From an optimization exercise on the open Yosys and OpenROAD flow, aimed at small area and a short achievable clock period; shortcuts taken in it are not production practice. RTL that was checked went through simulation tests only; none was proved equivalent to the original. The flow treats the clock pin as an ideal source. Dropping or thinning the clock tree relies on that and would not hold on a real chip.

rev 12:
==> module Kernel, before the edit <==
module Kernel(
    input  [7:0]  pixel_in,
    input         clk,
    input         rst_n,
    input         rst_clk,
    output [31:0] z_out,
    output        slow_clk_out
);
    reg [2:0] j;
    reg       j2;
    always @(posedge clk or negedge rst_clk) begin
        if (!rst_clk) j <= 3'b000;
        else          j <= {j[1], j[0], ~j2};
    end
    always @(posedge clk) j2 <= j[1] & rst_clk;
    assign slow_clk_out = j[2];
    wire c5_nx = j[0] & ~j[1];       
    reg  slot;                       
    always @(posedge clk) slot <= c5_nx;
    wire at_c1 = j[1] & ~j[0];       
    reg rst_seen, rst_prev;
    wire seen_nx = ~rst_n | (rst_seen & ~slot);
    wire prev_nx = slot ? rst_seen : rst_prev;
    wire kill_nx = seen_nx | (prev_nx & ~c5_nx);
    always @(posedge clk) begin
        rst_seen <= seen_nx;
        rst_prev <= prev_nx;
    end
    reg [3:0] n;                     
    always @(posedge clk) begin
        if (!rst_n)                  n <= 4'd0;
        else if (slot && n != 4'd13) n <= n + 4'd1;
    end
    wire v_lane = rst_n & ~j2 & (n >= 4'd6);
    wire v_reg  = rst_n & j2 & j[0] & (n >= 4'd7);
    wire w_lane = rst_n & ~j2 & (n >= 4'd12);
    wire w_reg  = rst_n & j2 & j[0] & (n >= 4'd13);
    reg [3:0] ev;
    reg [6:0] od;
    reg       x_lo;                  
    always @(posedge clk) begin
        if (slot) begin
            ev[3:1] <= {pixel_in[6], pixel_in[4], pixel_in[2]};
            od[6:4] <= {pixel_in[7], pixel_in[5], pixel_in[3]};
            od[2:0] <= 3'b000;
        end else begin
            ev[3:1] <= {1'b0, ev[3:2]};
            od[6:4] <= {1'b0, od[6:5]};
            od[2:0] <= od[3:1];
        end
        ev[0] <= slot ? pixel_in[0] : ev[1];
        od[3] <= slot ? pixel_in[1] : od[4];
        x_lo  <= od[3] & ~slot;
    end
    wire [1:0] x1 = {od[3], ev[0]};      
    wire [1:0] x2 = {ev[0], x_lo};       
    reg [70:1] lane;
    always @(posedge clk) lane <= {lane[69:1], j2 ? ev[0] : od[0]};
    reg [1:0] hb [1:12];                 
    integer k;
    always @(posedge clk) begin
        if (at_c1) begin
            hb[1] <= {od[5], ev[2]};
            for (k = 2; k <= 12; k = k + 1) hb[k] <= hb[k-1];
        end
    end
    reg [1:0] v, w;
    always @(posedge clk) begin
        v <= ({2{v_lane}} & {lane[30], lane[33]}) | ({2{v_reg}} & hb[6]);
        w <= ({2{w_lane}} & {lane[66], lane[69]}) | ({2{w_reg}} & hb[12]);
    end
    reg v_lo, w_lo;
    wire [1:0] v2 = {v[0], v_lo};
    wire [1:0] w2 = {w[0], w_lo};
    wire [1:0] r, s, q, s1, c1, t2in, z;
    wire       r_co, s_co, q_co, s1_co, c1_co, t2_co, z_co;
    reg        r_cy, s_cy, q_cy, s1_cy, c1_cy, t2_cy, z_cy;
    reg  [1:0] r_q, r_qq, s_q, q_q, s1_q;
    reg  [9:0] t3, t2;               
    add2 a_r  (.a(v),    .b(w2),   .ci(r_cy),  .s(r),    .co(r_co));
    add2 a_s  (.a(v2),   .b(w),    .ci(s_cy),  .s(s),    .co(s_co));
    add2 a_q  (.a(r_q),  .b(t2[9:8]), .ci(q_cy),  .s(q),    .co(q_co));
    add2 a_s1 (.a(s_q),  .b(t3[9:8]), .ci(s1_cy), .s(s1),   .co(s1_co));
    add2 a_c1 (.a(x2),   .b(r_qq), .ci(c1_cy), .s(c1),   .co(c1_co));
    add2 a_t2 (.a(x1),   .b(s1_q), .ci(t2_cy), .s(t2in), .co(t2_co));
    add2 a_z  (.a(x2),   .b(q_q),  .ci(z_cy),  .s(z),    .co(z_co));
    always @(posedge clk or negedge rst_n) begin
        if (!rst_n) begin
            v_lo <= 1'b0;  w_lo <= 1'b0;
            r_cy <= 1'b0;  s_cy <= 1'b0;  q_cy <= 1'b0;  s1_cy <= 1'b0;
            r_q  <= 2'b00; r_qq <= 2'b00; s_q <= 2'b00; q_q <= 2'b00; s1_q <= 2'b00;
        end else begin
            v_lo <= v[1];  w_lo <= w[1];
            r_cy <= r_co;  s_cy <= s_co;  q_cy <= q_co;  s1_cy <= s1_co;
            r_q  <= r;     r_qq <= r_q;   s_q <= s;      q_q <= q;      s1_q <= s1;
        end
    end
    always @(posedge clk) begin
        c1_cy <= c1_co;  t2_cy <= t2_co;  z_cy <= z_co;
        t3[7:0] <= {t3[5:0], c1};
        t3[9:8] <= t3[7:6] & {2{~kill_nx}};
        t2[7:0] <= {t2[5:0], t2in};
        t2[9:8] <= t2[7:6] & {2{~kill_nx}};
    end
    reg [9:0]  zs;      
    reg [11:0] zr;
    wire [1:0] ztop = {q_q[1] ^ (q_q[0] & z_cy), q_q[0] ^ z_cy};
    always @(posedge clk) begin
        zs <= {z, zs[9:2]};
        if (!rst_n)    zr <= 12'd0;
        else if (slot) zr <= rst_seen ? 12'd0 : {ztop, zs};
    end
    assign z_out = {20'd0, zr};
endmodule
Settings: LEC_CHECK=0, CAP_MARGIN=20, CORE_MARGIN=2, CORE_UTILIZATION=65, PLACE_DENSITY=0.75, SETUP_SLACK_MARGIN=1.6, SLEW_MARGIN=20; clock period 3.0 ns.
standard.sh (not shown) runs the stock make flow with config.mk's settings and CLKGATE_MAP_FILE= SYNTH_SCRIPT=/design/flow/synth_recipe.tcl, a recipe that flattens the netlist after the stock synthesis.
==> flow/flow/run.sh <==
#!/bin/bash
# The standard layout (standard.sh), with these changes:
#  - clock tree: flow/cts8.tcl (PRE_CTS_TCL) replaces TritonCTS (see there);
#  - buf_2 port buffers; one tie cell for the constant outputs;
#  - after the standard synthesis, fixfa.py flips full adders that Yosys
#    built with inverted inputs and outputs back to true polarity (same
#    function, fewer inverters); registers are untouched.
# make's output goes to flow_*.log here; each step's log is under orfs/logs.
set -euo pipefail
ARGS=(
  "PRE_CTS_TCL=$PWD/flow/cts8.tcl"
  "BUFFER_PORTS_ARGS=-buffer_cell sky130_fd_sc_hd__buf_2"
  SKIP_REPAIR_TIE_FANOUT=1
)
R=orfs/results/sky130hd/Kernel/base
bash standard.sh "${ARGS[@]}" synth > flow_synth.log 2>&1
python3 flow/fixfa.py $R/1_2_yosys.v $R/1_2_yosys_fixfa.v > fixfa.log 2>&1
cp $R/1_2_yosys.v $R/1_2_yosys_orig.v
mv $R/1_2_yosys_fixfa.v $R/1_2_yosys.v
bash standard.sh "${ARGS[@]}" finish > flow_finish.log 2>&1
Other scripts of this flow, unchanged in this note and not shown: flow/flow/cts8.tcl, flow/flow/fixfa.py
## Diff of input files: rev 13 against rev 12
diff --git a/flow/design.v b/flow/design.v
--- a/flow/design.v
+++ b/flow/design.v
@@ -47,5 +47,4 @@
     reg [3:0] ev;
     reg [6:0] od;
-    reg       x_lo;                  
     always @(posedge clk) begin
         if (slot) begin
@@ -60,8 +59,7 @@
         ev[0] <= slot ? pixel_in[0] : ev[1];
         od[3] <= slot ? pixel_in[1] : od[4];
-        x_lo  <= od[3] & ~slot;
     end
     wire [1:0] x1 = {od[3], ev[0]};      
-    wire [1:0] x2 = {ev[0], x_lo};       
+    wire [1:0] x2 = {ev[0], od[2]};      
     reg [70:1] lane;
     always @(posedge clk) lane <= {lane[69:1], j2 ? ev[0] : od[0]};
[summary]
- Between rev 13 and rev 12, the critical path buffer and inverter count is lower for rev 13.
- From rev 12 to rev 13 the numbers moved as follows: area after synthesis shows a reduction of 31 sq um, first-pass GRT wire length decreased by about 6% relative to the old numbers.
- Sort rev 13 and rev 12 by final wirelength, descending, and rev 12 comes first.
- Looking at post-route fraction of the period consumed by the critical path across rev 13 and rev 12, the one that comes out lower is rev 12.
- There was hardly any difference in die extent in x between rev 12 and rev 13.
- In the flow results for rev 13 and rev 12, the maximum frequency is larger on rev 12.
Function not checked in rev 13: the RTL went through the layout flow alone. No run of this note takes its clock network from TritonCTS; it comes from the design's own scripts or RTL.

## what the ideal ports hide
In the flow no input, the clock included, has a driving cell. The finished layouts below were timed again as built, in two steps. Step 1: set_driving_cell puts a clkbuf_16 on clk and a buf_2 on each other input, an assumption about the parent block. Step 2 moves the port delays by t, midway between the first and last clock arrival at a register: inputs arrive t later, outputs are due t later. That takes back most of the time a late clock gives input paths. Three values: ideal, step 1, step 2; two values: the first two.
run	t, ns	setup slack, ns	worst hold slack (ns)	clock arrival spread, ns
rev 12	0.341	1.637 / 1.577 / 1.366	0.107 / 0.069 / 0.327	0.013 / 0.013
rev 13	0.335	1.621 / 1.574 / 1.465	0.094 / 0.059 / 0.324	0.016 / 0.016
After both steps every run listed still meets setup and hold. The setup slack of rev 12, which loses most, moves by -0.060 ns with the drivers and by -0.271 ns with both steps.
